What follows belongs to an exercise in optimizing a design on an open flow for small area and a short achievable clock period; a production flow would make more cautious choices.
The RTL was checked by simulation tests, not by an equivalence proof against the original design.
No activity file was given, so power comes from the tool's default toggle rates.

### flow/design.v
`timescale 1ns / 1ps
module MicroUAZ8Bits2020V02(
    input Clk,
    input Rst,
    input [8:0] i_Instruction,
    input [7:0] i_Dato_Bus,
    output [7:0] o_Addres_Instruction_Bus,
    output [7:0] o_DataOut_Bus,
    output [7:0] o_Addres_Data_Bus,
    output RW
    );
    wire [2:0] op = i_Instruction[8:6];
    wire [2:0] a  = i_Instruction[5:3];
    wire [2:0] b  = i_Instruction[2:0];
    reg [7:0] R [0:7];
    reg [7:0] PC;
    reg C;
    reg fl, Zs, Ns;
    wire [7:0] Ra = R[a];
    wire [7:0] Rb = R[b];
    wire [7:0] R0 = R[0];
    wire Z = fl ? (R0 == 8'd0) & ~C : Zs;
    wire N = fl ? R0[7] : Ns;
    assign RW = ~op[2] & op[1];
    assign o_Addres_Data_Bus = op[1] ? Ra : Rb;
    wire [7:0] rbi = (op[0] | op[2]) ? Rb : {5'b0, b};
    assign o_DataOut_Bus = rbi;
    assign o_Addres_Instruction_Bus = PC;
    wire sub = b[0];
    wire [8:0] s = {1'b0, R0 ^ {8{sub}}} + {1'b0, Ra};
    wire [8:0] addsub = {s[8], s[7:0] ^ {8{sub}}};
    wire left = ~b[0];
    wire [8:0] v = left ? {R0[0], R0[1], R0[2], R0[3], R0[4], R0[5], R0[6], R0[7], 1'b0}
                        : {1'b0, R0};
    wire [8:0] vs = v >> Ra;
    wire [8:0] sh = left ? {vs[0], vs[1], vs[2], vs[3], vs[4], vs[5], vs[6], vs[7], vs[8]} : vs;
    reg [3:0] tt;
    always @* begin
        case (b[1:0])
            2'd0: tt = 4'b0011;    
            2'd1: tt = 4'b1000;    
            2'd2: tt = 4'b1110;    
            default: tt = 4'b0110;  
        endcase
    end
    wire [7:0] lg;
    genvar k;
    generate
        for (k = 0; k < 8; k = k + 1) begin : lgb
            assign lg[k] = tt[{R0[k], Ra[k]}];
        end
    endgenerate
    wire [8:0] res = b[2] ? {b[1:0] == 2'd0, lg} : (b[1] ? sh : addsub);
    wire is_math = op == 3'b101;
    wire is_jump = op == 3'b110;
    wire link    = is_jump & (b == 3'd1);
    wire wa = (op[2:1] == 2'b00) | (op == 3'b100);
    wire [7:0] wd = (op[0] & ~op[2]) ? i_Dato_Bus : rbi;
    reg taken;
    always @* begin
        case (b)
            3'd0, 3'd1: taken = 1'b1;
            3'd2: taken = Z;
            3'd3: taken = ~Z;
            3'd4: taken = N;
            3'd5: taken = ~N;
            3'd6: taken = C;
            default: taken = ~C;
        endcase
    end
    integer i;
    always @(posedge Clk, posedge Rst) begin
        if (Rst) begin
            for (i = 0; i < 8; i = i + 1) R[i] <= 8'd0;
            PC <= 8'd0;
            C <= 1'b0; fl <= 1'b0; Zs <= 1'b0; Ns <= 1'b0;
        end else begin
            for (i = 1; i < 7; i = i + 1)
                if (wa && a == i) R[i] <= wd;
            if (is_math) R[0] <= res[7:0];
            else if (wa && a == 3'd0) R[0] <= wd;
            if (link) R[7] <= PC;
            else if (wa && a == 3'd7) R[7] <= wd;
            PC <= (is_jump & taken) ? Ra : PC + 8'd1;
            if (is_math) begin
                C <= res[8];
                fl <= 1'b1;
            end else if (wa && a == 3'd0) begin
                fl <= 1'b0;
                Zs <= Z;
                Ns <= N;
            end
        end
    end
endmodule
### flow/flow/run.sh
#!/bin/bash
# Own layout flow: the standard ORFS flow (standard.sh), with the
# changes set in flow/opts.sh:
#  - MY_ABC_SCRIPT: ABC script for synthesis's mapping (via my_synth.tcl,
#    which sources synth_recipe.tcl unchanged and only swaps abc's script);
#  - EXTRA: further make variables (port buffer cell, adder mapping, ...).
# Each tool's output stays in orfs/logs/; make's own output in run_make.log.
set -euo pipefail
W=$(pwd)
export FLOW_WORK=$W
EXTRA=()
source $W/flow/opts.sh
bash standard.sh SYNTH_SCRIPT=$W/flow/my_synth.tcl "${EXTRA[@]}" finish > $W/run_make.log 2>&1
### flow/flow/abc.script
&get -n
&st
&dch -f
&nf -R 1000
&put
### flow/flow/my_synth.tcl
# The standard synthesis (synth_recipe.tcl, sourced unchanged) with one
# change: Yosys's abc pass runs the ABC script named by MY_ABC_SCRIPT in
# place of ORFS's abc_speed script, and keeps abc from the cells named in
# MY_ABC_DONT_USE, if set.
proc abc {args} {
  set i [lsearch -exact $args -script]
  if { $i >= 0 && [info exists ::env(MY_ABC_SCRIPT)] } {
    lset args [expr { $i + 1 }] $::env(MY_ABC_SCRIPT)
  }
  if { [info exists ::env(MY_ABC_DONT_USE)] } {
    foreach c $::env(MY_ABC_DONT_USE) { lappend args -dont_use $c }
  }
  puts "my_synth: abc $args"
  yosys abc {*}$args
}
source $::env(FLOW_WORK)/synth_recipe.tcl
### flow/flow/opts.sh
# options for run.sh
export MY_ABC_SCRIPT=$W/flow/abc.script
EXTRA=( "BUFFER_PORTS_ARGS=-buffer_cell sky130_fd_sc_hd__buf_1" "ADDER_MAP_FILE=" )
### flow/standard.sh
#!/bin/bash
# synth_recipe.tcl (not shown) runs the flow's synth.tcl, then flattens the netlist and writes it again
# the make line also repeats each setting of config.mk as NAME=value (left out here)
make -C /OpenROAD-flow-scripts/flow DESIGN_CONFIG=/design/flow/config.mk WORK_HOME=/design/flow/orfs CLKGATE_MAP_FILE= SYNTH_SCRIPT=/design/flow/synth_recipe.tcl "${@:-finish}"
### flow/config.mk
export PLATFORM = sky130hd
export DESIGN_NAME = MicroUAZ8Bits2020V02
export DESIGN_NICKNAME = MicroUAZ8Bits2020V02
export VERILOG_FILES = /design/flow/design.v
export SDC_FILE = /design/flow/constraint.sdc
export NUM_CORES = 4
export LEC_CHECK = 0
export CAP_MARGIN = 20
export CORE_MARGIN = 2
export CORE_UTILIZATION = 60
export CTS_BUF_LIST = sky130_fd_sc_hd__clkbuf_8
export CTS_CLUSTER_SIZE = 25
export SETUP_SLACK_MARGIN = 2.5
export SLEW_MARGIN = 20
export TNS_END_PERCENT = 0
### flow/constraint.sdc
create_clock -name core_clock -period 6.0 [get_ports {Clk}]
set_input_delay 1.2000 -clock core_clock [delete_from_list [all_inputs] [get_ports {Clk}]]
set_output_delay 1.2000 -clock core_clock [all_outputs]
set_load 0.01 [all_outputs]
==> flow_summary_export.csv, run 1 <==
group,metric,value,unit
outcome,outcome,"no timing/DRC/antenna violations",
sta,hold_viol_final,0,
sta,tns,0,ps
setup_path,path_cells,"buf_6 > and3b_2 > a222oi_1 > nand3_1 > o21a_4 > nand2_1 > o21ai_1 > buf_2",
setup_path,critPathBufInv,2,
clock_network,cts_root_buf,"clkbuf_8",
logic_synthesis,synth-compound-area-share,32.6,%
cells_and_area,antenna_cells,0,
routing,ant_nets,0,
power_and_ir_drop,intPower,0.00116,W
cells_and_area,fin_cells,837,
place,place_ws,1210,ps
routing,wl_met1,7480,µm
die,rows,33,
power_and_ir_drop,power_frac_seq,39.2,%
logic_synthesis,netlist_instances,603,
sta,skew,12.7,ps
die,fp.dieW,94.9,µm
grt,grt_pass1_vias,5641,
logic_synthesis,yosys_warnings,2,
clock_network,clockBufferDepth,2,
setup_path,path_max_fanout,10,
worst_hold_path,min_from,"R[5][4]",
logic_synthesis,ys_seq_area_share,38.4,%
cells_and_area,final_nets,746,
routing,drc_errors,0,
grt,antenna_found_initial,0,
place,portBuffers,43,
setup_path,cp_top_family,"compound AO/OA/AOI/OAI gates",
routing,dr.max_layer_used,"met4",
die,start_util,61.2,%
place,hpwl,12200,µm
routing,totalWireLength,20400,µm
routing,wl_met2,8820,µm
logic_synthesis,synthAdderAreaFrac,0.404,%
flow_run,max_cap_viol_count,0,
die,io_pins,44,
cells_and_area,drive_gt1_share,21.2,%
grt,grt_max_degree,47,
power_and_ir_drop,power_frac_comb,42.1,%
routing,wl_per_cell,24.4,µm
sta,setup_violations,0,
setup_path,crit_start,"i_Instruction[5]",
place,placed_cell_area,5420,µm²
clock_network,cts_tree,"built",
sta,max_freq,249,MHz
setup_path,worstSetupPathType,"in2out",
power_and_ir_drop,p_leak,2.72,nW
routing,wl_met3,3020,µm
logic_synthesis,postSynthAreaPerCell,8.21,µm²
clock_network,clk_pin_slew,90,ps
cells_and_area,area_delta_synth_final,30.1,%
sta,relSlewSlack,22.3,%
sta,finalMaxSlewViolations,0,
power_and_ir_drop,ir_drop,0.176,mV
sta,worst_pin_slew,1150,ps
setup_path,slowest_delay,430,ps
logic_synthesis,synthMuxAreaShare,3.46,%
die,die_h,94.9,µm
power_and_ir_drop,p_clk_share,18.6,%
logic_synthesis,synth_top_family_by_area,"compound AO/OA/AOI/OAI gates",
logic_synthesis,synthXorXnorAreaFrac,4.80,%
routing,vias_per_cell,7.36,
grt,grt_use_total,44.3,%
sta,fin_ws,1980,ps
clock_network,cts_hold_buffers,0,
routing,drt_first_pass_iters,9,
clock_network,cts_buffers,9,
routing,drt_iter0_markers,950,
clock_network,cts_sinks,76,
setup_path,slowest_stage,"a222oi_1",
sta,rsz0062_at_grt,"yes",
logic_synthesis,synth_ff_type,"dfrtp_1",
logic_synthesis,syn_area,4950,µm²
logic_synthesis,yosysUniqueCellTypes,44,
setup_path,r2r_start,"R[3][1]",
place,dp_cells,763,
logic_synthesis,synth-simple-area-share,20.0,%
power_and_ir_drop,powerDensity,326,nW/µm²
setup_path,crit_required,4800,ps
routing,num_vias,6158,
setup_path,startpoint_type,"input port",
power_and_ir_drop,switching_share,45.0,%
grt,overflow,0,
setup_path,end_kind,"output pin",
logic_synthesis,syn-num-nets,622,
power_and_ir_drop,switchingPower,0.000946,W
clock_network,clk_latency,370,ps
die,die-area,9000,µm²
place,place.gp.congestion,0.955,
grt,grt_first_pass_wirelength,30000,µm
sta,post-route-min-period,4020,ps
cells_and_area,stdcell_area,6440,µm²
logic_synthesis,synth-edff-count,0,
worst_hold_path,holdCritPathClass,"reg2reg",
sta,min_period_over_period,67.0,%
logic_synthesis,ys_ff_latch,76,
die,core,8090,µm²
logic_synthesis,async_flop_share,100,%
clock_network,cts-htree-levels,3,
setup_path,cp.arrival,2820,ps
-- path summary, 6_finish.rpt --
check	endpoint	slack, ps	cells after the start
worst max register to register	R[0][7]	2840	16
min in group asynchronous	R[3][4]	880	2
worst max-delay path	o_Addres_Data_Bus[2]	1980	8
max in group asynchronous	PC[6]	4020	3
worst min register to register	R[5][4]	520	2
worst min-delay path	R[5][4]	520	2
-- cells in the final DEF (no fill, tap or decap), drive strengths merged, types with 7 or more instances in the layout --
cell type,count
o211ai,13
a31oi,8
mux2i,16
dfrtp,76
a222oi,16
clkbuf,10
a22oi,41
xor2,11
nand3,12
nor3,8
a21oi,56
xnor2,11
and3,12
nor2,43
buf,108
o21ai,91
and2,9
a21o,7
nand2,114
-- worst reg2reg max path, cell delays in order, from the launching register on --
cell and delay [ps]:
dfrtp_1 420, a222oi_1 320, nand3_1 230, buf_4 190
buf_4 120, buf_4 120, buf_4 120, buf_4 120
buf_4 130, a21o_4 240, nor2_2 190, a221o_1 230
nand4_1 140, o21ai_1 120, a31oi_1 60, o211ai_1 190
a22o_1 150
-- power groups by stage --
stage | clock (W) | sequential [W] | combinational, W
3_5_place_dp | 0 | 0.000814 | 0.000713
2_1_floorplan | 0 | 0.000761 | 0.000503
4_1_cts | 0.000379 | 0.000809 | 0.000801
6_report | 0.000392 | 0.000825 | 0.000887
3_3_place_gp | 0 | 0.000810 | 0.000690
5_1_grt | 0.000408 | 0.000837 | 0.000949
-- sequential cells by signal, indices dropped and copies added, names as in the netlist --
signal and cells:
PC 8, fl 1, C 1, Zs 1
Ns 1, R 64
-- cells by family after synthesis --
| group | count (synthesis) |
|---|---|
| flops | 76 |
| xor+xnor | 24 |
| mux | 17 |
| buf+inv | 4 |
| simple gates | 223 |
| fa+ha+maj | 2 |
| compound gates | 257 |
-- cell type report --
type	instances	area, µm²
clock inverter	7	55.1
inverter	4	25.0
tap	105	131
multi-input combinational	526	3360
timing repair buffer	110	850
fill	548	1650
clock buffer	9	124
sequential	76	1900
-- metrics by stage --
stage	total power [W]	hold slack [ps]	util, %
CTS	0.00199	513	77.1
global route	0.00219	557	79.6
finish	0.00210	525	79.6
floorplan	0.00126	470	-
detailed placement	0.00153	493	67.0
global placement	0.00150	488	67.0
-- synth_stat cells (3+ instances only) --
cell / number / share of area [%]
nand2_1: 114 / 8.6
nor3b_1: 4 / 0.61
a222oi_1: 16 / 3.2
o211ai_1: 13 / 2.0
nand4_1: 5 / 0.63
a22o_1: 4 / 0.71
and2_0: 8 / 1.0
a31oi_1: 8 / 1.0
a22oi_1: 41 / 6.2
xor2_1: 11 / 1.9
o311ai_0: 3 / 0.53
nand3_1: 12 / 1.2
nor2b_1: 5 / 0.63
clkinv_1: 4 / 0.30
mux2i_1: 16 / 3.2
a21o_1: 6 / 0.91
nor2_1: 43 / 3.3
and3_1: 12 / 1.5
or2_0: 3 / 0.38
o21ai_0: 91 / 9.2
xnor2_1: 11 / 1.9
o31ai_1: 3 / 0.45
a221oi_1: 4 / 0.71
nor3_1: 8 / 0.81
a21oi_1: 56 / 5.7
dfrtp_1: 76 / 38
-- metal layers --
metal,up-vias,global-route usage [%]
li1,2579,-
met1,2810,60.5
met2,628,65.2
met3,141,11.7
met4,0,21.9
met5,-,0
-- timing repair --
item / in CTS / in global routing
buffers inserted: 38 / 16
endpoints found under the setup margin: 77 / 26
cloned: 3 / 1
pin swaps: 22 / 26
resized for setup: 90 / 25
==> inputs of run 2 (changes only) <==
--- a/flow/config.mk
+++ b/flow/config.mk
@@ -8,5 +8,5 @@
 export CAP_MARGIN = 20
 export CORE_MARGIN = 2
-export CORE_UTILIZATION = 60
+export CORE_UTILIZATION = 40
 export CTS_BUF_LIST = sky130_fd_sc_hd__clkbuf_8
 export CTS_CLUSTER_SIZE = 25
==> flow_summary_export.csv, run 2 <==
group,metric,value,unit
sta,tns,0,ps
cells_and_area,nFillCells,1124,
grt,use_met3,6.85,%
cells_and_area,final_nets,741,
power_and_ir_drop,p_leak,2.67,nW
die,io_pins,44,
power_and_ir_drop,intPower,0.00114,W
logic_synthesis,synthAdderAreaFrac,0.404,%
routing,drc_errors,0,
logic_synthesis,postSynthAreaPerCell,8.21,µm²
grt,use_met2,44.4,%
clock_network,clockBufferDepth,2,
setup_path,crit_required,6250,ps
setup_path,cp.arrival,4230,ps
cells_and_area,largest_register,"R",
place,portBuffers,43,
clock_network,cts_tree,"built",
routing,totalWireLength,19700,µm
logic_synthesis,synth-simple-area-share,20.0,%
cells_and_area,antenna_cells,0,
power_and_ir_drop,power_frac_seq,40.7,%
logic_synthesis,synth_top_cell_by_area,"dfrtp_1",
logic_synthesis,yosys-top-cells-count,"nand2_1, o21ai_0, dfrtp_1",
sta,finalMaxSlewViolations,0,
grt,grt_use_total,30.6,%
die,start_util,41.1,%
sta,hold_viol_final,0,
setup_path,slowest_stage,"maj3_2",
grt,grt_pass1_vias,5446,
cells_and_area,area_delta_synth_final,28.9,%
clock_network,cts_root_buf,"clkbuf_8",
setup_path,path_max_fanout,10,
sta,fin_ws,2030,ps
sta,skew,13.2,ps
logic_synthesis,ys_ff_latch,76,
power_and_ir_drop,powerDensity,313,nW/µm²
cells_and_area,largest_reg_flops,64,
logic_synthesis,ys_seq_area_share,38.4,%
sta,max_freq,252,MHz
power_and_ir_drop,power_frac_comb,41.7,%
die,rows,40,
setup_path,end_kind,"register",
flow_run,max_cap_viol_count,0,
clock_network,cts_buffers,9,
worst_hold_path,holdCritPathClass,"reg2reg",
sta,post-route-min-period,3970,ps
place,hpwl,12800,µm
clock_network,cts-htree-levels,3,
logic_synthesis,synthXorXnorAreaFrac,4.80,%
place,place_ws,1140,ps
cells_and_area,drive_gt1_share,18.3,%
logic_synthesis,synthMuxAreaShare,3.46,%
setup_path,worstSetupPathType,"in2reg",
grt,grt_max_degree,43,
place,placed_cell_area,5510,µm²
logic_synthesis,async_flop_share,100,%
logic_synthesis,synth_top_family_by_area,"compound AO/OA/AOI/OAI gates",
power_and_ir_drop,p_clk_share,17.7,%
outcome,outcome,"no timing/DRC/antenna violations",
setup_path,reg2reg_slack,2850,ps
sta,relSlewSlack,26.3,%
routing,vias_per_cell,6.50,
clock_network,cts_sinks,76,
routing,drt_first_pass_iters,6,
die,die-area,13300,µm²
place,place.gp.congestion,0.991,
cells_and_area,reg_top3,"R x64, PC x8",
logic_synthesis,synth_ff_type,"dfrtp_1",
power_and_ir_drop,switchingPower,0.000856,W
clock_network,clk_pin_slew,80,ps
routing,drt_iter0_markers,822,
logic_synthesis,syn_area,4950,µm²
grt,antenna_found_initial,0,
sta,setup_violations,0,
power_and_ir_drop,switching_share,42.8,%
logic_synthesis,yosysUniqueCellTypes,44,
sta,rsz0062_at_grt,"yes",
logic_synthesis,netlist_instances,603,
logic_synthesis,yosys_warnings,2,
logic_synthesis,yosysTopAreaCellShare,38.4,%
setup_path,path_cells,"buf_4 > and3b_2 > a22oi_1 > nand4_1 > o21a_4 > clkinv_4 > nor2_4 > maj3_2 > maj3_2 > and3_4 > nand2_1 > nand4_1 > nor2_1 > o21ai_1 > a31oi_1 > o211ai_1 > a22o_1",
sta,holdWs,523,ps
die,fp.dieW,115,µm
setup_path,slowest_delay,380,ps
grt,busiest_layer,"met1",
cells_and_area,stdcell_area,6380,µm²
cells_and_area,final_common_cell,"nand2_1",
die,core,12100,µm²
grt,grt_first_pass_wirelength,30900,µm
logic_synthesis,syn-num-nets,622,
cells_and_area,layout_common_cells,"nand2_1, o21ai_0, dfrtp_1",
logic_synthesis,synth-edff-count,0,
clock_network,clk_latency,370,ps
power_and_ir_drop,ir_drop,0.180,mV
sta,worst_pin_slew,1100,ps
sta,min_period_over_period,66.2,%
cells_and_area,final_util,52.9,%
grt,overflow,0,
routing,ant_nets,0,
routing,wl_per_cell,22.0,µm
logic_synthesis,synth_most_common_cell,"nand2_1",
die,die_h,115,µm
logic_synthesis,synth-compound-area-share,32.6,%
setup_path,startpoint_type,"input port",
grt,grtUsageMet1,44.8,%
routing,num_vias,5807,
logic_synthesis,synthTopCellsByArea,"dfrtp_1, o21ai_0, nand2_1, a22oi_1, a21oi_1",
==> run 2: cell counts after synthesis <==
Identical to the previous run, type by type.
==> run 2: critical path, delay by kind of cell <==
family | cells | cell delay [ps]
AOI/OAI and AO/OA | 6 | 1110
and+or+nand+nor | 7 | 980
adders and majority gates | 2 | 710
buffers and inverters | 2 | 230
==> run 2: timing repair <==
action | 4_1_cts | 5_1_grt
resized for setup | 80 | 6
setup endpoints to repair | 74 | 36
buffers inserted | 44 | 0
hold buffers | 0 | 0
gates cloned | 8 | 0
pin swaps | 28 | 9
==> run 2: cell families after synthesis <==
family | after synthesis
AOI/OAI and AO/OA | 257
and+or+nand+nor | 223
DFF | 76
xor gates and xnor gates | 24
muxes | 17
buffers and inverters | 4
adders and majority gates | 2
==> run 2: final timing paths <==
path	endpoint	startpoint	depth (start not counted)
worst max-delay path	R[0][7]	i_Instruction[5]	17
worst min-delay path	R[6][1]	R[6][1]	2
worst max register to register	R[0][7]	R[2][1]	13
worst min register to register	R[6][1]	R[6][1]	2
max in group asynchronous	R[6][2]	Rst	3
min in group asynchronous	PC[4]	Rst	2
==> run 2: power by group through the flow <==
stage,Clock [W],Combinational (W),Sequential (W)
floorplan,0,0.000503,0.000761
global placement,0,0.000701,0.000810
detailed placement,0,0.000716,0.000814
CTS,0.000356,0.000805,0.000808
global route,0.000382,0.000909,0.000830
finish,0.000353,0.000832,0.000813
==> run 2: layout make-up <==
| class | count | area, µm² | area share (%) |
|---|---|---|---|
| Tap cell | 168 | 210 | 3.29 |
| Inverter | 4 | 32.5 | 0.510 |
| Sequential cell | 76 | 1900 | 29.8 |
| Clock buffer | 10 | 138 | 2.16 |
| Timing Repair Buffer | 102 | 758 | 11.9 |
| Clock inverter | 5 | 30.0 | 0.470 |
| Multi-Input combinational cell | 529 | 3310 | 51.9 |
==> run 2: metrics by stage <==
stage / std cells / power, W
finish: 894 / 0.00200
floorplan: 603 / 0.00126
detailed placement: 827 / 0.00153
global route: 894 / 0.00212
CTS: 894 / 0.00197
global placement: 827 / 0.00151
==> run 2: per-layer routing <==
metal	up-vias	wire length, µm
li1	2568	-
met1	2750	8220
met2	422	8390
met3	67	2310
met4	0	758
met5	-	0
==> inputs of run 3 (changes only) <==
==> flow/flow/abc.script (replaced) <==
&get -n
&st
&dch -f
&nf -R 1000
&st
&dch -f
&nf -R 1000
&put
--- a/flow/config.mk
+++ b/flow/config.mk
@@ -8,5 +8,5 @@
 export CAP_MARGIN = 20
 export CORE_MARGIN = 2
-export CORE_UTILIZATION = 40
+export CORE_UTILIZATION = 55
 export CTS_BUF_LIST = sky130_fd_sc_hd__clkbuf_8
 export CTS_CLUSTER_SIZE = 25
==> flow_summary_export.csv, run 3 <==
group,metric,value,unit
routing,wl_per_cell,23.7,µm
cells_and_area,drive_gt1_share,15.1,%
sta,relSlewSlack,30.1,%
clock_network,clk_latency,360,ps
setup_path,worstSetupPathType,"in2reg",
die,io_pins,44,
power_and_ir_drop,p_leak,2.46,nW
routing,drt_iter0_markers,638,
sta,finalMaxSlewViolations,0,
grt,grt_first_pass_wirelength,30300,µm
place,placed_cell_area,5400,µm²
cells_and_area,largest_reg_flops,64,
grt,grt_pass1_vias,5503,
sta,rsz0062_at_grt,"yes",
place,place.gp.congestion,1.04,
logic_synthesis,postSynthAreaPerCell,8.13,µm²
logic_synthesis,yosysTopAreaCellShare,38.6,%
clock_network,cts-htree-levels,3,
cells_and_area,final_common_cell,"nand2_1",
outcome,outcome,"no timing/DRC/antenna violations",
setup_path,crit_required,6250,ps
routing,num_vias,5818,
die,die-area,9720,µm²
cells_and_area,final_nets,721,
routing,drt_first_pass_iters,10,
logic_synthesis,async_flop_share,100,%
routing,drc_errors,0,
grt,antenna_found_initial,0,
die,die_h,98.6,µm
sta,max_freq,235,MHz
sta,setup_violations,0,
logic_synthesis,yosys-top-cells-count,"nand2_1, o21ai_0, dfrtp_1",
logic_synthesis,yosys_warnings,2,
place,portBuffers,43,
logic_synthesis,synthTopCellsByArea,"dfrtp_1, o21ai_0, nand2_1, a22oi_1, a21oi_1",
sta,worst_pin_slew,1040,ps
setup_path,reg2reg_slack,2570,ps
routing,ant_nets,0,
grt,grt_max_degree,50,
place,hpwl,13600,µm
logic_synthesis,ys_seq_area_share,38.6,%
sta,holdWs,504,ps
logic_synthesis,ys_ff_latch,76,
grt,overflow,0,
clock_network,cts_root_buf,"clkbuf_8",
cells_and_area,layout_common_cells,"nand2_1, o21ai_0, dfrtp_1",
logic_synthesis,synth-edff-count,0,
place,dp_cells,770,
power_and_ir_drop,power,0.00211,W
cells_and_area,area_delta_synth_final,22.8,%
sta,min_period_over_period,70.9,%
cells_and_area,fin_cells,815,
routing,totalWireLength,19300,µm
logic_synthesis,netlist_instances,605,
setup_path,slowest_delay,390,ps
die,core,8680,µm²
die,fp.dieW,98.6,µm
logic_synthesis,synth_ff_type,"dfrtp_1",
logic_synthesis,synth_top_cell_by_area,"dfrtp_1",
sta,post-route-min-period,4250,ps
setup_path,path_cells,"buf_12 > nor3b_4 > a22o_1 > a221oi_2 > and3_4 > nor2b_4 > nor2_4 > or3_4 > maj3_2 > nor2_2 > nor2_2 > maj3_2 > o21ai_2 > nand2b_1 > a31oi_1 > xnor2_1 > a21oi_1 > o221ai_1 > a22o_1",
clock_network,cts_buffers,9,
cells_and_area,antenna_cells,0,
sta,hold_viol_final,0,
sta,skew,11.8,ps
cells_and_area,stdcell_area,6040,µm²
die,rows,34,
cells_and_area,largest_register,"R",
setup_path,startpoint_type,"input port",
clock_network,cts_tree,"built",
grt,grt_use_total,40.2,%
routing,vias_per_cell,7.14,
flow_run,max_cap_viol_count,0,
setup_path,cp.arrival,4500,ps
die,start_util,56.7,%
logic_synthesis,syn_area,4920,µm²
setup_path,critPathBufInv,1,
clock_network,clockBufferDepth,2,
clock_network,cts_sinks,76,
setup_path,slowest_stage,"or3_4",
clock_network,cts_hold_buffers,0,
power_and_ir_drop,ir_drop,0.176,mV
logic_synthesis,synth_most_common_cell,"nand2_1",
cells_and_area,reg_top3,"R x64, PC x8",
power_and_ir_drop,powerDensity,349,nW/µm²
logic_synthesis,yosysUniqueCellTypes,47,
sta,tns,0,ps
setup_path,end_kind,"register",
setup_path,path_max_fanout,5,
logic_synthesis,syn-num-nets,624,
setup_path,cp_top_family,"simple AND/OR/NAND/NOR gates",
worst_hold_path,holdCritPathClass,"reg2reg",
clock_network,clk_pin_slew,90,ps
-- run 3: through the flow --
step / setup slack, ps / utilization (%)
floorplan: 1790 / -
global placement: 1070 / 62.3
detailed placement: 1000 / 62.3
CTS: 1920 / 68.1
global route: 1600 / 69.7
finish: 1750 / 69.7
-- run 3: layer usage --
metal / track usage (%) / wire [µm] / vias up / share of wire, %
met2: 63.4 / 8850 / 453 / 46
met4: 22.7 / 1150 / 0 / 6.0
met5: 0 / 0 / - / 0
li1: - / - / 2506 / -
met1: 51.6 / 7220 / 2742 / 37
met3: 8.72 / 2120 / 117 / 11
-- run 3: area by class of cell --
cell class	instances	area, µm²
flip-flops and latches	76	1900
clock inverters	7	97.6
well taps	108	135
inverters	13	51.3
clock buffers	9	124
multi-input cells	516	3180
fillers	716	2630
repair buffers	86	557
-- run 3: final timing paths --
kind | from | to | depth (start not counted)
max | i_Instruction[5] | R[0][7] | 19
max reg2reg | R[1][0] | R[0][7] | 17
min in group asynchronous | Rst | R[2][5] | 2
min | Ns | Ns | 2
min reg2reg | Ns | Ns | 2
max in group asynchronous | Rst | R[0][3] | 3
-- run 3: worst register-to-register path, delay by kind of cell, from the launching register on --
| family | cells | cell delay, ps |
|---|---|---|
| fa+ha+maj | 2 | 700 |
| xor+xnor | 1 | 100 |
| compound gates | 7 | 1060 |
| flops | 1 | 430 |
| simple gates | 7 | 1050 |
-- run 3: cells by family after synthesis --
kind of cell             Yosys count  share of synthesized area, %
buffers and inverters             13                         0.992
multiplexers                      14                          2.87
AND/OR/NAND/NOR                  222                          20.1
adder cells (fa/ha/maj)            2                         0.407
flip-flops                        76                          38.6
AO/OA/AOI/OAI                    258                          32.9
XOR/XNOR                          20                          4.12
-- run 3: report_power, final --
| part | internal, W | switching [W] |
|---|---|---|
| Sequential | 0.000638 | 0.000195 |
| Combinational | 0.000333 | 0.000485 |
| Clock | 0.000237 | 0.000220 |
-- run 3: repair_timing --
item                                    4_1_cts  5_1_grt
pin swaps                                     8       14
cloned                                        0        0
endpoints found under the setup margin       89       36
gates resized for setup                      47       15
setup buffers                                21        8
==> inputs of run 4 (changes only) <==
==> flow/flow/abc.script (replaced) <==
&get -n
&st
&dch -f
&nf -R 1000
&put
--- a/flow/config.mk
+++ b/flow/config.mk
@@ -11,4 +11,5 @@
 export CTS_BUF_LIST = sky130_fd_sc_hd__clkbuf_8
 export CTS_CLUSTER_SIZE = 25
+export PLACE_DENSITY = 0.75
 export SETUP_SLACK_MARGIN = 2.5
 export SLEW_MARGIN = 20
==> flow_summary_export.csv, run 4 <==
group,metric,value,unit
outcome,outcome,"no timing/DRC/antenna violations",
power_and_ir_drop,power,0.00200,W
sta,max_freq,250,MHz
worst_hold_path,holdCritPathClass,"reg2reg",
clock_network,cts_hold_buffers,0,
place,hpwl,12000,µm
setup_path,slowest_stage,"a222oi_1",
logic_synthesis,synth_top_cell_by_area,"dfrtp_1",
clock_network,clk_latency,360,ps
logic_synthesis,syn_area,4950,µm²
sta,skew,17.5,ps
clock_network,cts_sinks,76,
logic_synthesis,ys_ff_latch,76,
place,place.gp.congestion,1.02,
clock_network,cts_buffers,9,
sta,worst_pin_slew,1030,ps
cells_and_area,final_common_cell,"nand2_1",
setup_path,critPathBufInv,1,
logic_synthesis,synth-edff-count,0,
die,rows,34,
clock_network,cts_root_buf,"clkbuf_8",
sta,rsz0062_at_grt,"yes",
routing,wl_per_cell,22.2,µm
power_and_ir_drop,p_clk_share,18.6,%
routing,ant_nets,0,
die,io_pins,44,
die,core,8720,µm²
cells_and_area,layout_common_cells,"nand2_1, o21ai_0, dfrtp_1",
cells_and_area,nFillCells,687,
grt,grt_pass1_vias,5147,
setup_path,cp.arrival,4240,ps
sta,min_period_over_period,66.6,%
cells_and_area,drive_gt1_share,17.5,%
logic_synthesis,syn-num-nets,622,
setup_path,slowest_delay,390,ps
die,fp.dieW,98.9,µm
routing,drc_errors,0,
logic_synthesis,yosysUniqueCellTypes,44,
place,portBuffers,43,
sta,setup_violations,0,
power_and_ir_drop,ir_drop,0.174,mV
logic_synthesis,synth_most_common_cell,"nand2_1",
routing,drt_iter0_markers,939,
setup_path,crit_required,6240,ps
routing,totalWireLength,18300,µm
clock_network,clk_pin_slew,90,ps
setup_path,path_max_fanout,20,
grt,grt_use_total,36.9,%
cells_and_area,antenna_cells,0,
routing,drt_first_pass_iters,10,
routing,vias_per_cell,7.00,
logic_synthesis,async_flop_share,100,%
cells_and_area,reg_top3,"R x64, PC x8",
flow_run,max_cap_viol_count,0,
logic_synthesis,yosys_warnings,2,
power_and_ir_drop,intPower,0.00113,W
cells_and_area,largest_reg_flops,64,
power_and_ir_drop,switching_share,43.7,%
sta,hold_viol_final,0,
logic_synthesis,netlist_instances,603,
logic_synthesis,ys_seq_area_share,38.4,%
grt,grt_first_pass_wirelength,28500,µm
setup_path,end_kind,"register",
logic_synthesis,yosysTopAreaCellShare,38.4,%
setup_path,cp_top_family,"compound AO/OA/AOI/OAI gates",
cells_and_area,seq_area,1900,µm²
die,start_util,56.8,%
sta,tns,0,ps
grt,antenna_found_initial,0,
cells_and_area,area_delta_synth_final,25.7,%
sta,relSlewSlack,30.9,%
power_and_ir_drop,p_leak,2.60,nW
setup_path,startpoint_type,"input port",
die,die_h,98.9,µm
cells_and_area,final_nets,729,
die,die-area,9780,µm²
setup_path,worstSetupPathType,"in2reg",
cells_and_area,largest_register,"R",
logic_synthesis,postSynthAreaPerCell,8.21,µm²
logic_synthesis,yosys-top-cells-count,"nand2_1, o21ai_0, dfrtp_1",
sta,post-route-min-period,4000,ps
sta,finalMaxSlewViolations,0,
routing,num_vias,5763,
clock_network,cts_tree,"built",
setup_path,path_cells,"buf_12 > nand2_1 > nor2_4 > a222oi_1 > nand3_1 > a21o_4 > maj3_2 > maj3_2 > and3_4 > nand2_1 > nand4_1 > nor2_1 > o21ai_1 > a31oi_1 > o211ai_1 > a22o_1",
power_and_ir_drop,power_frac_seq,40.8,%
power_and_ir_drop,power_frac_comb,40.6,%
logic_synthesis,synth_ff_type,"dfrtp_1",
grt,grt_max_degree,77,
grt,overflow,0,
clock_network,cts-htree-levels,3,
cells_and_area,multiInputGateArea,3290,µm²
clock_network,clockBufferDepth,2,
power_and_ir_drop,powerDensity,321,nW/µm²
logic_synthesis,synthTopCellsByArea,"dfrtp_1, o21ai_0, nand2_1, a22oi_1, a21oi_1",
power_and_ir_drop,switchingPower,0.000875,W
run 4: stage by stage:
stage | util, % | hold WS [ps] | std cells | worst slack (ps) | area [µm²]
after floorplan | - | 470 | 603 | 2300 | 5040
after global placement | 62.2 | 486 | 765 | 1120 | 5420
after detailed placement | 62.2 | 501 | 765 | 1040 | 5420
after CTS | 69.6 | 520 | 812 | 2140 | 6070
after global routing | 71.4 | 553 | 823 | 1970 | 6230
final | 71.4 | 522 | 823 | 2000 | 6230
run 4: metal layers:
layer  track usage [%]  wire (µm)  vias up
li1                  -          -     2534
met3              6.67       2180       78
met2              54.7       8040      450
met4              12.3        684        0
met5                 0          0        -
met1              54.6       7350     2701
run 4: final timing paths:
check / cells after the start / startpoint / endpoint / slack [ps]
hold / removal: 2 / R[6][4] / R[6][4] / 520
setup reg to reg: 13 / R[3][1] / R[0][7] / 2690
max in group asynchronous: 3 / Rst / R[7][0] / 4260
setup / recovery: 16 / i_Instruction[3] / R[0][7] / 2000
hold reg to reg: 2 / R[6][4] / R[6][4] / 520
min in group asynchronous: 3 / Rst / R[5][4] / 1110
run 4: worst register-to-register path, cell delays in order (launching register included):
cell      delay, ps
dfrtp_1         430
a222oi_1        420
nand3_1         170
a21o_4          300
maj3_2          360
maj3_2          390
and3_4          200
nand2_1          50
nand4_1         130
nor2_1          120
o21ai_1          70
a31oi_1         160
o211ai_1        130
a22o_1          250
run 4: area by class of cell:
type | count | area share, %
multi-input cells | 525 | 52.8
flip-flops and latches | 76 | 30.5
repair buffers | 94 | 11.2
well taps | 108 | 2.17
clock buffers | 9 | 1.99
clock inverters | 7 | 0.864
inverters | 4 | 0.402
run 4: what timing repair did:
item,CTS,global route
setup endpoints to repair,82,26
pin swaps,15,11
cloned,3,1
gates resized for setup,74,15
setup buffers,28,9
run 4: kinds of logic (layout without fill, tap and decap cells):
family	after synthesis	count (layout)	synth area share, %
mux	17	17	3.46
compound gates	257	257	32.6
fa+ha+maj	2	2	0.404
buf+inv	4	114	0.303
flops	76	76	38.4
simple gates	223	225	20.0
xor+xnor	24	24	4.80
run 4: power groups by stage:
stage	sequential [W]	combinational (W)	clock (W)
floorplan	0.000761	0.000503	0
global placement	0.000811	0.000692	0
detailed placement	0.000815	0.000705	0
CTS	0.000808	0.000761	0.000367
global route	0.000830	0.000889	0.000392
finish	0.000816	0.000812	0.000373
==> inputs of run 5 (changes only) <==
--- a/flow/config.mk
+++ b/flow/config.mk
@@ -11,5 +11,4 @@
 export CTS_BUF_LIST = sky130_fd_sc_hd__clkbuf_8
 export CTS_CLUSTER_SIZE = 25
-export PLACE_DENSITY = 0.75
 export SETUP_SLACK_MARGIN = 2.5
 export SLEW_MARGIN = 20
==> flow_summary_export.csv, run 5 <==
group,metric,value,unit
place,portBuffers,43,
logic_synthesis,syn-num-nets,622,
die,core,8720,µm²
power_and_ir_drop,p_clk_share,20.1,%
logic_synthesis,postSynthAreaPerCell,8.21,µm²
setup_path,startpoint_type,"input port",
grt,antenna_found_initial,0,
power_and_ir_drop,ir_drop,0.208,mV
clock_network,cts-htree-levels,3,
sta,relSlewSlack,31.8,%
cells_and_area,antenna_cells,0,
die,fp.dieW,98.9,µm
cells_and_area,final_common_cell,"nand2_1",
routing,totalWireLength,17900,µm
logic_synthesis,async_flop_share,100,%
die,rows,34,
cells_and_area,largest_reg_flops,64,
power_and_ir_drop,switchingPower,0.000841,W
setup_path,path_cells,"buf_8 > buf_12 > nor2_2 > buf_6 > buf_4 > a222oi_1 > and3_1 > nand2_1 > nor2_1 > a21oi_1 > buf_1",
grt,grt_use_total,36.8,%
cells_and_area,area_delta_synth_final,23.5,%
outcome,outcome,"no timing/DRC/antenna violations",
logic_synthesis,synth_most_common_cell,"nand2_1",
cells_and_area,final_nets,718,
setup_path,end_kind,"output pin",
worst_hold_path,holdCritPathClass,"reg2reg",
power_and_ir_drop,intPower,0.00115,W
clock_network,cts_root_buf,"clkbuf_8",
power_and_ir_drop,power_frac_seq,40.8,%
clock_network,cts_sinks,76,
routing,ant_nets,0,
flow_run,max_cap_viol_count,0,
logic_synthesis,yosysTopAreaCellShare,38.4,%
sta,worst_pin_slew,1010,ps
routing,drt_iter0_markers,812,
clock_network,clockBufferDepth,2,
sta,fin_ws,2020,ps
sta,setup_violations,0,
logic_synthesis,syn_area,4950,µm²
cells_and_area,drive_gt1_share,14.8,%
sta,post-route-min-period,3980,ps
clock_network,cts_tree,"built",
setup_path,slowest_delay,340,ps
logic_synthesis,synth-edff-count,0,
logic_synthesis,ys_ff_latch,76,
logic_synthesis,yosys-top-cells-count,"nand2_1, o21ai_0, dfrtp_1",
logic_synthesis,synth_top_cell_by_area,"dfrtp_1",
routing,vias_per_cell,6.95,
die,die-area,9780,µm²
logic_synthesis,yosys_warnings,2,
setup_path,worstSetupPathType,"in2out",
cells_and_area,final_util,70.1,%
cells_and_area,nFillCells,719,
logic_synthesis,yosysUniqueCellTypes,44,
logic_synthesis,netlist_instances,603,
power_and_ir_drop,p_leak,2.55,nW
sta,tns,0,ps
routing,wl_per_cell,22.1,µm
die,die_h,98.9,µm
sta,min_period_over_period,66.3,%
clock_network,cts_hold_buffers,0,
cells_and_area,fin_cells,811,
grt,overflow,0,
setup_path,cp_top_family,"buffers and inverters",
grt,grt_max_degree,77,
logic_synthesis,ys_seq_area_share,38.4,%
place,dp_cells,765,
logic_synthesis,synthTopCellsByArea,"dfrtp_1, o21ai_0, nand2_1, a22oi_1, a21oi_1",
clock_network,cts_buffers,9,
cells_and_area,largest_register,"R",
clock_network,clk_latency,360,ps
sta,max_freq,251,MHz
setup_path,path_max_fanout,10,
cells_and_area,reg_top3,"R x64, PC x8",
sta,finalMaxSlewViolations,0,
setup_path,critPathBufInv,5,
cells_and_area,layout_common_cells,"nand2_1, o21ai_0, dfrtp_1",
routing,drc_errors,0,
logic_synthesis,synth_ff_type,"dfrtp_1",
sta,hold_viol_final,0,
grt,grt_pass1_vias,5204,
power_and_ir_drop,switching_share,42.3,%
setup_path,cp.arrival,2780,ps
grt,grt_first_pass_wirelength,28200,µm
power_and_ir_drop,powerDensity,325,nW/µm²
sta,skew,9.65,ps
die,start_util,56.8,%
routing,drt_first_pass_iters,7,
power_and_ir_drop,power_frac_comb,39.1,%
die,io_pins,44,
clock_network,clk_pin_slew,80,ps
place,place.gp.congestion,1.01,
place,place_ws,1060,ps
setup_path,crit_required,4800,ps
setup_path,slowest_stage,"a222oi_1",
place,hpwl,12300,µm
routing,num_vias,5637,
sta,rsz0062_at_grt,"yes",
==> run 5: what timing repair did <==
item / in CTS / in global routing
pin swaps: 9 / 5
setup buffers: 21 / 8
cloned: 2 / 0
endpoints found under the setup margin: 89 / 26
gates resized for setup: 69 / 6
==> run 5: final cells by class <==
type	count	area (µm²)	share of cell area [%]
Inverter	4	25.0	0.409
Multi-Input combinational cell	523	3220	52.6
Clock buffer	9	124	2.03
Timing Repair Buffer	85	649	10.6
Sequential cell	76	1900	31.1
Tap cell	108	135	2.21
Clock inverter	6	65.1	1.06
==> run 5: worst register-to-register path, stage by stage, from the launching register on <==
cell,delay [ps]
dfrtp_1,420
a222oi_1,400
nand3_1,170
a21o_4,300
maj3_2,360
maj3_2,370
and3_4,190
nand2_1,50
nand4_1,120
nor2_1,120
o21ai_1,60
a31oi_1,180
o211ai_1,130
a22o_1,240
==> run 5: cell families (layout without fill, tap and decap cells) <==
family / Yosys count / in the layout / synth area share [%]
flops: 76 / 76 / 38.4
mux: 17 / 17 / 3.46
simple gates: 223 / 223 / 20.0
compound gates: 257 / 257 / 32.6
buf+inv: 4 / 104 / 0.303
fa+ha+maj: 2 / 2 / 0.404
xor+xnor: 24 / 24 / 4.80
==> run 5: final timing paths <==
kind                             startpoint                    to  slack, ps  depth (start not counted)
max                        i_Instruction[2]  o_Addres_Data_Bus[4]       2020                         11
min reg2reg                         R[6][5]               R[6][5]        520                          2
min in group asynchronous               Rst               R[4][5]       1120                          3
min                                 R[6][5]               R[6][5]        520                          2
max reg2reg                         R[3][1]               R[0][7]       2790                         13
max in group asynchronous               Rst               R[0][0]       4270                          3
==> run 5: stage by stage <==
| stage | power [W] | hold WS [ps] | instance area, µm² |
|---|---|---|---|
| global route | 0.00210 | 551 | 6120 |
| CTS | 0.00196 | 524 | 6040 |
| global placement | 0.00150 | 492 | 5420 |
| floorplan | 0.00126 | 470 | 5040 |
| finish | 0.00199 | 520 | 6120 |
| detailed placement | 0.00152 | 505 | 5420 |
==> run 5: power groups by stage <==
stage / Combinational (W) / Sequential, W / Clock [W]
floorplan: 0.000503 / 0.000761 / 0
global placement: 0.000687 / 0.000815 / 0
detailed placement: 0.000703 / 0.000815 / 0
CTS: 0.000749 / 0.000808 / 0.000402
global route: 0.000855 / 0.000826 / 0.000424
finish: 0.000778 / 0.000811 / 0.000400
==> run 5: layer usage <==
metal / global-route usage (%) / part of all wire, %
met1: 51.9 / 40
met2: 56.7 / 45
met3: 7.16 / 12
met4: 13.0 / 3.0
met5: 0 / 0
==> inputs of run 6 (changes only) <==
--- a/flow/config.mk
+++ b/flow/config.mk
@@ -11,4 +11,5 @@
 export CTS_BUF_LIST = sky130_fd_sc_hd__clkbuf_8
 export CTS_CLUSTER_SIZE = 25
+export GPL_TIMING_DRIVEN = 0
 export SETUP_SLACK_MARGIN = 2.5
 export SLEW_MARGIN = 20
==> flow_summary_export.csv, run 6 <==
group,metric,value,unit
clock_network,clockBufferDepth,2,
clock_network,cts_sinks,76,
worst_hold_path,min_to,"R[1][3]",
logic_synthesis,synth_ff_type,"dfrtp_1",
place,portBuffers,43,
logic_synthesis,yosysTopAreaCellShare,38.4,%
setup_path,reg2reg_depth,13,
routing,drt_iter0_markers,900,
clock_network,cts_hold_buffers,0,
die,die-area,9780,µm²
sta,relSlewSlack,25.5,%
clock_network,clk_latency,350,ps
sta,min_period_over_period,66.9,%
power_and_ir_drop,p_leak,2.76,nW
grt,grt_max_degree,77,
outcome,outcome,"no timing/DRC/antenna violations",
cells_and_area,reg_top3,"R x64, PC x8",
logic_synthesis,syn_area,4950,µm²
clock_network,cts_root_buf,"clkbuf_8",
sta,finalMaxSlewViolations,0,
setup_path,timing.rr.end,"R[0][7]",
setup_path,startpoint_type,"input port",
cells_and_area,antenna_cells,0,
logic_synthesis,ys_ff_latch,76,
logic_synthesis,yosys-top-cells-count,"nand2_1, o21ai_0, dfrtp_1",
cells_and_area,final_common_cell,"nand2_1",
setup_path,r2r_start,"R[3][1]",
sta,skew,13.6,ps
worst_hold_path,min_from,"R[1][3]",
die,start_util,56.8,%
setup_path,end_kind,"output pin",
sta,setup_violations,0,
grt,antenna_found_initial,0,
setup_path,path_max_fanout,12,
place,place.gp.congestion,0.955,
sta,rsz0062_at_grt,"yes",
logic_synthesis,async_flop_share,100,%
sta,max_freq,249,MHz
cells_and_area,drive_gt1_share,19.7,%
setup_path,worstSetupPathType,"in2out",
logic_synthesis,ys_seq_area_share,38.4,%
die,die_h,98.9,µm
routing,vias_per_cell,7.14,
logic_synthesis,postSynthAreaPerCell,8.21,µm²
cells_and_area,largest_register,"R",
power_and_ir_drop,ir_drop,0.187,mV
grt,grt_pass1_vias,5501,
cells_and_area,stdcell_area,6540,µm²
grt,grt_first_pass_wirelength,30000,µm
place,hpwl,11700,µm
setup_path,crit_required,4800,ps
logic_synthesis,synth_most_common_cell,"nand2_1",
place,dp_cells,755,
routing,drc_errors,0,
logic_synthesis,synthTopCellsByArea,"dfrtp_1, o21ai_0, nand2_1, a22oi_1, a21oi_1",
logic_synthesis,yosysUniqueCellTypes,44,
cells_and_area,fin_cells,835,
logic_synthesis,yosys_warnings,2,
routing,ant_nets,0,
cells_and_area,final_nets,742,
power_and_ir_drop,power_frac_seq,38.5,%
setup_path,reg2reg_slack,2800,ps
die,core,8720,µm²
worst_hold_path,whs_path_depth,2,
routing,totalWireLength,19600,µm
flow_run,max_cap_viol_count,0,
clock_network,cts_buffers,9,
routing,num_vias,5966,
logic_synthesis,synth_top_cell_by_area,"dfrtp_1",
sta,worst_pin_slew,1110,ps
die,io_pins,44,
grt,grt_use_total,39.4,%
sta,post-route-min-period,4010,ps
routing,wl_per_cell,23.5,µm
logic_synthesis,netlist_instances,603,
sta,holdWs,517,ps
clock_network,cts-htree-levels,3,
worst_hold_path,holdCritPathClass,"reg2reg",
logic_synthesis,synth-edff-count,0,
logic_synthesis,syn-num-nets,622,
cells_and_area,largest_reg_flops,64,
power_and_ir_drop,p_clk_share,20.4,%
power_and_ir_drop,power_frac_comb,41.1,%
routing,drt_first_pass_iters,8,
power_and_ir_drop,powerDensity,323,nW/µm²
clock_network,cts_tree,"built",
power_and_ir_drop,intPower,0.00124,W
power_and_ir_drop,switchingPower,0.000877,W
grt,overflow,0,
cells_and_area,layout_common_cells,"nand2_1, o21ai_0, dfrtp_1",
place,placed_cell_area,5370,µm²
power_and_ir_drop,switching_share,41.5,%
setup_path,cp.arrival,2810,ps
sta,hold_viol_final,0,
clock_network,clk_pin_slew,80,ps
die,rows,34,
cells_and_area,area_delta_synth_final,32.1,%
die,fp.dieW,98.9,µm
run 6: cell counts after synthesis:
No cell type changed its count.
run 6: how the worst max path moves through the flow:
stage | from | to | slack [ps] | cells past startpoint
after floorplan | i_Instruction[3] | R[0][7] | 2300 | 16
after global placement | i_Instruction[0] | PC[6] | -30 | 9
after detailed placement | i_Instruction[0] | o_Addres_Data_Bus[7] | 940 | 10
after CTS | i_Instruction[4] | o_Addres_Data_Bus[4] | 2170 | 8
after global routing | i_Instruction[5] | o_Addres_Data_Bus[6] | 1950 | 9
final | i_Instruction[8] | o_DataOut_Bus[0] | 1990 | 4
run 6: through the flow:
| step | utilization [%] | total power, W | setup TNS, ps | worst slack, ps |
|---|---|---|---|---|
| finish | 75.0 | 0.00212 | 0 | 1990 |
| CTS | 73.6 | 0.00204 | 0 | 2170 |
| global route | 75.0 | 0.00222 | 0 | 1950 |
| detailed placement | 61.5 | 0.00150 | 0 | 945 |
| global placement | 61.2 | 0.00148 | -50.9 | -29.5 |
| floorplan | - | 0.00126 | 0 | 2300 |
run 6: metal layers:
metal,global-route usage (%),vias to the layer above,share of wire [%],wire [µm]
met4,14.1,0,4.5,881
met3,10.5,113,14,2720
li1,-,2572,-,-
met2,59.6,522,43,8480
met5,0,-,0,0
met1,54.7,2759,38,7500
run 6: power by group through the flow:
stage	Clock [W]	Sequential, W	Combinational (W)
after detailed placement	0	0.000810	0.000694
final	0.000431	0.000815	0.000869
after global placement	0	0.000805	0.000677
after floorplan	0	0.000761	0.000503
after CTS	0.000432	0.000805	0.000802
after global routing	0.000455	0.000826	0.000942
run 6: kinds of logic after synthesis:
kind of cell	synth area share (%)
DFF	38.4
xor gates and xnor gates	4.80
and+or+nand+nor	20.0
AOI/OAI and AO/OA	32.6
muxes	3.46
adders and majority gates	0.404
buffers and inverters	0.303
run 6: area by class of cell:
type / count / area (µm²)
Clock buffer: 9 / 124
Timing Repair Buffer: 104 / 855
Multi-Input combinational cell: 528 / 3400
Tap cell: 108 / 135
Clock inverter: 6 / 90.1
Inverter: 4 / 37.5
Sequential cell: 76 / 1900
Fill cell: 641 / 2180
run 6: repair_timing:
| item | 4_1_cts | 5_1_grt |
|---|---|---|
| gates cloned | 9 | 1 |
| pin swaps | 23 | 12 |
| setup buffers | 49 | 6 |
| endpoints found under the setup margin | 89 | 40 |
| gates resized for setup | 91 | 16 |
run 6: worst max-delay path, cell delays in order:
cell and delay [ps]:
buf_1 270, nor2_1 880, o21ai_0 260, buf_2 200
==> inputs of run 7 (changes only) <==
==> flow/flow/opts.sh (replaced) <==
# options for run.sh
export MY_ABC_SCRIPT=$W/flow/abc.script
export MY_ABC_DONT_USE="sky130_fd_sc_hd__a222oi_1 sky130_fd_sc_hd__a2111oi_0 sky130_fd_sc_hd__a2111oi_1 sky130_fd_sc_hd__o2111ai_1 sky130_fd_sc_hd__o2111ai_2"
EXTRA=( "BUFFER_PORTS_ARGS=-buffer_cell sky130_fd_sc_hd__buf_1" "ADDER_MAP_FILE=" )
--- a/flow/config.mk
+++ b/flow/config.mk
@@ -11,5 +11,4 @@
 export CTS_BUF_LIST = sky130_fd_sc_hd__clkbuf_8
 export CTS_CLUSTER_SIZE = 25
-export GPL_TIMING_DRIVEN = 0
 export SETUP_SLACK_MARGIN = 2.5
 export SLEW_MARGIN = 20
==> flow_summary_export.csv, run 7 <==
group,metric,value,unit
sta,skew,12.6,ps
grt,grt_use_total,40.2,%
outcome,outcome,"no timing/DRC/antenna violations",
routing,totalWireLength,19700,µm
setup_path,crit_required,4800,ps
logic_synthesis,ys_seq_area_share,38.0,%
sta,relSlewSlack,25.6,%
logic_synthesis,synth-edff-count,0,
setup_path,crit_start,"i_Instruction[0]",
clock_network,cts_root_buf,"clkbuf_8",
cells_and_area,final_common_cell,"nand2_1",
logic_synthesis,async_flop_share,100,%
setup_path,r2r_start,"R[5][0]",
die,core,8760,µm²
worst_hold_path,holdCritPathClass,"reg2reg",
place,place.gp.congestion,1.01,
routing,drt_iter0_markers,938,
power_and_ir_drop,ir_drop,0.206,mV
setup_path,reg2reg_depth,15,
sta,rsz0062_at_grt,"yes",
place,portBuffers,43,
sta,hold_viol_final,0,
grt,grt_first_pass_wirelength,30500,µm
setup_path,reg2reg_slack,2880,ps
clock_network,cts_tree,"built",
logic_synthesis,yosys_warnings,2,
routing,num_vias,5878,
routing,drt_first_pass_iters,6,
routing,wl_per_cell,23.3,µm
logic_synthesis,yosysTopAreaCellShare,38.0,%
grt,grt_max_degree,53,
clock_network,clk_pin_slew,90,ps
die,rows,34,
setup_path,end_kind,"output pin",
cells_and_area,nFillCells,691,
logic_synthesis,synth_ff_type,"dfrtp_1",
setup_path,timing.rr.end,"R[0][7]",
sta,min_period_over_period,65.9,%
setup_path,startpoint_type,"input port",
clock_network,cts_hold_buffers,0,
clock_network,clockBufferDepth,2,
cells_and_area,antenna_cells,0,
die,start_util,57.2,%
logic_synthesis,syn-num-nets,637,
die,die_h,99.4,µm
die,die-area,9890,µm²
logic_synthesis,synthTopCellsByArea,"dfrtp_1, nand2_1, o21ai_0, a22oi_1, a21oi_1",
routing,ant_nets,0,
sta,setup_violations,0,
setup_path,path_max_fanout,11,
sta,holdWs,523,ps
logic_synthesis,ys_ff_latch,76,
sta,post-route-min-period,3950,ps
routing,drc_errors,0,
cells_and_area,layout_common_cells,"nand2_1, o21ai_0, dfrtp_1",
setup_path,cp-endpoint,"o_DataOut_Bus[2]",
logic_synthesis,synth_most_common_cell,"nand2_1",
cells_and_area,largest_reg_flops,64,
logic_synthesis,yosys-top-cells-count,"nand2_1, o21ai_0, dfrtp_1",
setup_path,worstSetupPathType,"in2out",
power_and_ir_drop,powerDensity,334,nW/µm²
logic_synthesis,syn_area,5010,µm²
routing,vias_per_cell,6.95,
clock_network,cts_buffers,9,
cells_and_area,final_nets,752,
grt,grt_pass1_vias,5476,
sta,tns,0,ps
grt,overflow,0,
cells_and_area,reg_top3,"R x64, PC x8",
logic_synthesis,synth_top_cell_by_area,"dfrtp_1",
sta,max_freq,253,MHz
place,hpwl,12800,µm
die,io_pins,44,
cells_and_area,largest_register,"R",
sta,finalMaxSlewViolations,0,
flow_run,max_cap_viol_count,0,
place,place_ws,1100,ps
clock_network,clk_latency,370,ps
grt,antenna_found_initial,0,
setup_path,cp.arrival,2750,ps
die,fp.dieW,99.4,µm
cells_and_area,area_delta_synth_final,28.8,%
clock_network,cts_sinks,76,
sta,worst_pin_slew,1110,ps
logic_synthesis,postSynthAreaPerCell,8.10,µm²
logic_synthesis,yosysUniqueCellTypes,40,
clock_network,cts-htree-levels,3,
power_and_ir_drop,p_leak,2.69,nW
logic_synthesis,netlist_instances,618,
cells_and_area,drive_gt1_share,20.1,%
sta,fin_ws,2050,ps
-- run 7: cell types whose count changed after synthesis, moves of 6 or more --
| cell | previous run | this run |
|---|---|---|
| a222oi_1 | 16 | 0 |
| nand2_1 | 114 | 127 |
| a22oi_1 | 41 | 53 |
| and3_1 | 12 | 6 |
| nand4_1 | 5 | 11 |
-- run 7: cell families after synthesis --
| kind of cell | Yosys count | synth area share (%) |
|---|---|---|
| DFF | 76 | 38.0 |
| and+or+nand+nor | 237 | 21.2 |
| xor gates and xnor gates | 24 | 4.75 |
| muxes | 21 | 4.25 |
| AOI/OAI and AO/OA | 255 | 31.2 |
| buffers and inverters | 3 | 0.225 |
| adders and majority gates | 2 | 0.400 |
-- run 7: where the power goes --
| part | switching [W] | total (W) | internal (W) | leakage [nW] |
|---|---|---|---|---|
| logic | 0.000503 | 0.000862 | 0.000360 | 1.59 |
| registers | 0.000180 | 0.000817 | 0.000637 | 0.987 |
| clock network | 0.000232 | 0.000473 | 0.000241 | 0.115 |
| total | 0.000914 | 0.00215 | 0.00124 | 2.69 |
-- run 7: through the flow --
| stage | cell area [µm²] | utilization [%] | std cells | power (W) |
|---|---|---|---|---|
| after CTS | 6290 | 71.8 | 840 | 0.00207 |
| after floorplan | 5100 | - | 618 | 0.00126 |
| after detailed placement | 5500 | 62.7 | 782 | 0.00152 |
| final | 6450 | 73.6 | 846 | 0.00215 |
| after global placement | 5500 | 62.7 | 782 | 0.00151 |
| after global routing | 6450 | 73.6 | 846 | 0.00225 |
-- run 7: how the worst min path moves through the flow --
| stage | cells after the start | from | to | slack, ps |
|---|---|---|---|---|
| 3_3_place_gp | 2 | R[6][3] | R[6][3] | 490 |
| 5_1_grt | 2 | R[6][5] | R[6][5] | 560 |
| 4_1_cts | 2 | R[3][3] | R[3][3] | 520 |
| 2_1_floorplan | 2 | R[6][2] | R[6][2] | 470 |
| 3_5_place_dp | 2 | R[3][3] | R[3][3] | 500 |
| 6_report | 2 | R[3][3] | R[3][3] | 520 |
-- run 7: cell type report --
| type | instances | area (µm²) | area share [%] |
|---|---|---|---|
| timing repair buffer | 101 | 732 | 11.3 |
| sequential | 76 | 1900 | 29.5 |
| inverter | 3 | 17.5 | 0.272 |
| multi-input combinational | 542 | 3440 | 53.3 |
| tap | 108 | 135 | 2.10 |
| clock inverter | 7 | 104 | 1.61 |
| clock buffer | 9 | 124 | 1.92 |
-- run 7: repair_timing --
action,4_1_cts,5_1_grt
setup buffers,38,6
endpoints found under the setup margin,81,26
pin swaps,23,11
cloned,4,0
gates resized for setup,80,27
-- run 7: critical path, cell delays in order --
cell and delay [ps]:
buf_6 150, buf_8 150, nand2b_4 80, nor2_4 280
a22oi_1 160, nand4_1 120, a21oi_1 70, o21ai_0 320
buf_1 200
-- run 7: metal layers --
metal  routed length (µm)  global-route usage [%]  vias to the layer above
li1                     -                       -                     2577
met1                 7620                    57.1                     2706
met2                 8480                    58.4                      485
met3                 2650                    9.63                      110
met4                  989                    17.8                        0
met5                    0                       0                        -
==> inputs of run 8 (changes only) <==
==> flow/flow/opts.sh (replaced) <==
# options for run.sh
export MY_ABC_SCRIPT=$W/flow/abc.script
EXTRA=( "BUFFER_PORTS_ARGS=-buffer_cell sky130_fd_sc_hd__buf_1" "ADDER_MAP_FILE=" )
--- a/flow/config.mk
+++ b/flow/config.mk
@@ -6,5 +6,5 @@
 export NUM_CORES = 4
 export LEC_CHECK = 0
-export CAP_MARGIN = 20
+export CAP_MARGIN = 0
 export CORE_MARGIN = 2
 export CORE_UTILIZATION = 55
@@ -12,4 +12,4 @@
 export CTS_CLUSTER_SIZE = 25
 export SETUP_SLACK_MARGIN = 2.5
-export SLEW_MARGIN = 20
+export SLEW_MARGIN = 0
 export TNS_END_PERCENT = 0
==> flow_summary_export.csv, run 8 <==
group,metric,value,unit
logic_synthesis,syn_area,4950,µm²
logic_synthesis,yosys-top-cells-count,"nand2_1, o21ai_0, dfrtp_1",
setup_path,worstSetupPathType,"in2out",
die,fp.dieW,98.9,µm
place,hpwl,12300,µm
logic_synthesis,yosysTopAreaCellShare,38.4,%
logic_synthesis,netlist_instances,603,
sta,rsz0062_at_grt,"yes",
die,die_h,98.9,µm
clock_network,clk_pin_slew,80,ps
place,place.gp.congestion,1.01,
logic_synthesis,async_flop_share,100,%
routing,drt_first_pass_iters,6,
sta,skew,9.24,ps
cells_and_area,largest_reg_flops,64,
logic_synthesis,synth_most_common_cell,"nand2_1",
power_and_ir_drop,p_leak,2.55,nW
setup_path,path_max_fanout,10,
routing,wl_per_cell,22.0,µm
clock_network,cts_tree,"built",
setup_path,crit_required,4800,ps
sta,post-route-min-period,3980,ps
cells_and_area,multiInputGateArea,3210,µm²
place,place_ws,1060,ps
grt,grt_max_degree,77,
logic_synthesis,ys_seq_area_share,38.4,%
cells_and_area,layout_common_cells,"nand2_1, o21ai_0, dfrtp_1",
die,rows,34,
power_and_ir_drop,ir_drop,0.208,mV
routing,drt_iter0_markers,799,
grt,grt_use_total,36.8,%
routing,vias_per_cell,6.99,
cells_and_area,stdcell_area,6110,µm²
cells_and_area,nFillCells,720,
grt,grt_first_pass_wirelength,28200,µm
sta,hold_viol_final,0,
logic_synthesis,synth_top_cell_by_area,"dfrtp_1",
logic_synthesis,syn-num-nets,622,
cells_and_area,antenna_cells,0,
sta,relSlewSlack,20.1,%
sta,max_freq,251,MHz
routing,ant_nets,0,
clock_network,cts_buffers,9,
worst_hold_path,holdCritPathClass,"reg2reg",
setup_path,startpoint_type,"input port",
grt,overflow,0,
cells_and_area,reg_top3,"R x64, PC x8",
grt,antenna_found_initial,0,
cells_and_area,area_delta_synth_final,23.4,%
sta,holdWs,519,ps
logic_synthesis,synthTopCellsByArea,"dfrtp_1, o21ai_0, nand2_1, a22oi_1, a21oi_1",
logic_synthesis,yosysUniqueCellTypes,44,
sta,tns,0,ps
logic_synthesis,synth_ff_type,"dfrtp_1",
die,start_util,56.8,%
grt,grt_pass1_vias,5204,
clock_network,cts_root_buf,"clkbuf_8",
sta,fin_ws,2020,ps
cells_and_area,largest_register,"R",
logic_synthesis,synth-edff-count,0,
sta,worst_pin_slew,1190,ps
place,portBuffers,43,
place,placed_cell_area,5420,µm²
cells_and_area,final_common_cell,"nand2_1",
setup_path,cp.arrival,2780,ps
clock_network,cts_sinks,76,
routing,num_vias,5667,
logic_synthesis,yosys_warnings,2,
outcome,outcome,"no timing/DRC/antenna violations",
cells_and_area,final_nets,718,
cells_and_area,drive_gt1_share,14.7,%
logic_synthesis,postSynthAreaPerCell,8.21,µm²
sta,finalMaxSlewViolations,0,
cells_and_area,seq_area,1900,µm²
setup_path,end_kind,"output pin",
logic_synthesis,ys_ff_latch,76,
routing,drc_errors,0,
flow_run,max_cap_viol_count,0,
clock_network,cts-htree-levels,3,
power_and_ir_drop,powerDensity,325,nW/µm²
die,die-area,9780,µm²
routing,totalWireLength,17800,µm
die,io_pins,44,
sta,setup_violations,0,
cells_and_area,final_util,70.1,%
clock_network,clockBufferDepth,2,
sta,min_period_over_period,66.3,%
clock_network,clk_latency,360,ps
die,core,8720,µm²
-- run 8: final timing paths --
kind | start | end | slack [ps] | depth (start not counted)
max in group asynchronous | Rst | R[0][0] | 4270 | 3
worst max register to register | R[3][1] | R[0][7] | 2820 | 13
worst min-delay path | R[6][5] | R[6][5] | 520 | 2
worst min register to register | R[6][5] | R[6][5] | 520 | 2
worst max-delay path | i_Instruction[2] | o_Addres_Data_Bus[5] | 2020 | 11
min in group asynchronous | Rst | R[4][5] | 1120 | 3
-- run 8: layout make-up --
| type | instances | area share [%] |
|---|---|---|
| clock buffers | 9 | 2.03 |
| clock inverters | 6 | 1.06 |
| inverters | 4 | 0.409 |
| multi-input cells | 523 | 52.6 |
| flip-flops and latches | 76 | 31.1 |
| well taps | 108 | 2.21 |
| repair buffers | 85 | 10.6 |
-- run 8: cells by family (layout without fill, tap and decap cells) --
family	after synthesis	count (layout)	synth area share [%]
compound gates	257	257	32.6
simple gates	223	223	20.0
flops	76	76	38.4
xor+xnor	24	24	4.80
mux	17	17	3.46
buf+inv	4	104	0.303
fa+ha+maj	2	2	0.404
-- run 8: timing repair --
item,4_1_cts,5_1_grt
hold buffers,0,0
setup endpoints to repair,89,27
cloned,2,0
pin swaps,9,5
buffers inserted,21,8
gates resized for setup,69,6
-- run 8: stage by stage --
step | instances | power (W)
2_1_floorplan | 603 | 0.00126
5_1_grt | 811 | 0.00210
6_report | 811 | 0.00199
4_1_cts | 803 | 0.00196
3_3_place_gp | 765 | 0.00150
3_5_place_dp | 765 | 0.00152
-- run 8: metal layers --
layer / part of all wire (%) / track usage [%] / vias up
li1: - / - / 2504
met2: 46 / 56.7 / 428
met4: 2.9 / 13.0 / 0
met1: 39 / 51.9 / 2676
met3: 12 / 7.16 / 59
met5: 0 / 0 / -
-- run 8: power breakdown --
| part | internal (W) | switching (W) | total, W |
|---|---|---|---|
| sequential | 0.000638 | 0.000173 | 0.000811 |
| clock | 0.000191 | 0.000207 | 0.000398 |
| combinational | 0.000320 | 0.000459 | 0.000779 |
| total | 0.00115 | 0.000839 | 0.00199 |
-- run 8: critical path: stages --
cell and delay (ps):
buf_8 140, buf_12 140, nor2_2 50, buf_6 130, buf_4 140, a222oi_1 340, and3_1 250, nand2_1 80
nor2_1 90, a21oi_1 50, buf_1 170

[port drivers added, routing unchanged]
No port has a modelled driver above. Below, the same layouts with a new extraction and two added sets of constraints.
Step 1 sets driving cells, clkbuf_16 on the clock port and buf_2 on the other inputs (assumed; they add their load-dependent delay and slew).
Step 2 adds t to the input delays and takes it off the output delays; t is the mean of the earliest and latest rising clock arrival at the registers after step 1. Input paths then give back, and output paths get back, about the clock's delay inside the block.
Three values: ideal ports, drivers, drivers and shift; two values: the first two.
run | t (ns) | slack for setup (ns) | hold slack, ns | worst setup path at the end
run 1 | 0.402 | 1.982 / 1.943 / 1.637 | 0.525 / 0.525 / 0.525 | input to register
run 2 | 0.393 | 2.026 / 1.989 / 1.641 | 0.523 / 0.523 / 0.523 | input to register
run 3 | 0.394 | 1.748 / 1.731 / 1.337 | 0.504 / 0.504 / 0.504 | input to register
run 4 | 0.383 | 2.003 / 1.912 / 1.596 | 0.522 / 0.522 / 0.522 | input to register
run 5 | 0.387 | 2.020 / 1.945 / 1.640 | 0.520 / 0.520 / 0.520 | input to register
run 6 | 0.377 | 1.987 / 1.952 / 1.617 | 0.517 / 0.517 / 0.517 | input to register
run 7 | 0.399 | 2.047 / 1.931 / 1.610 | 0.523 / 0.523 / 0.523 | input to register
run 8 | 0.383 | 2.023 / 1.947 / 1.668 | 0.519 / 0.519 / 0.519 | input to register
After both steps every run listed still meets setup and hold. For run 7, which loses most, drivers alone change the setup slack by -0.116 ns; drivers and shift together by -0.437 ns.
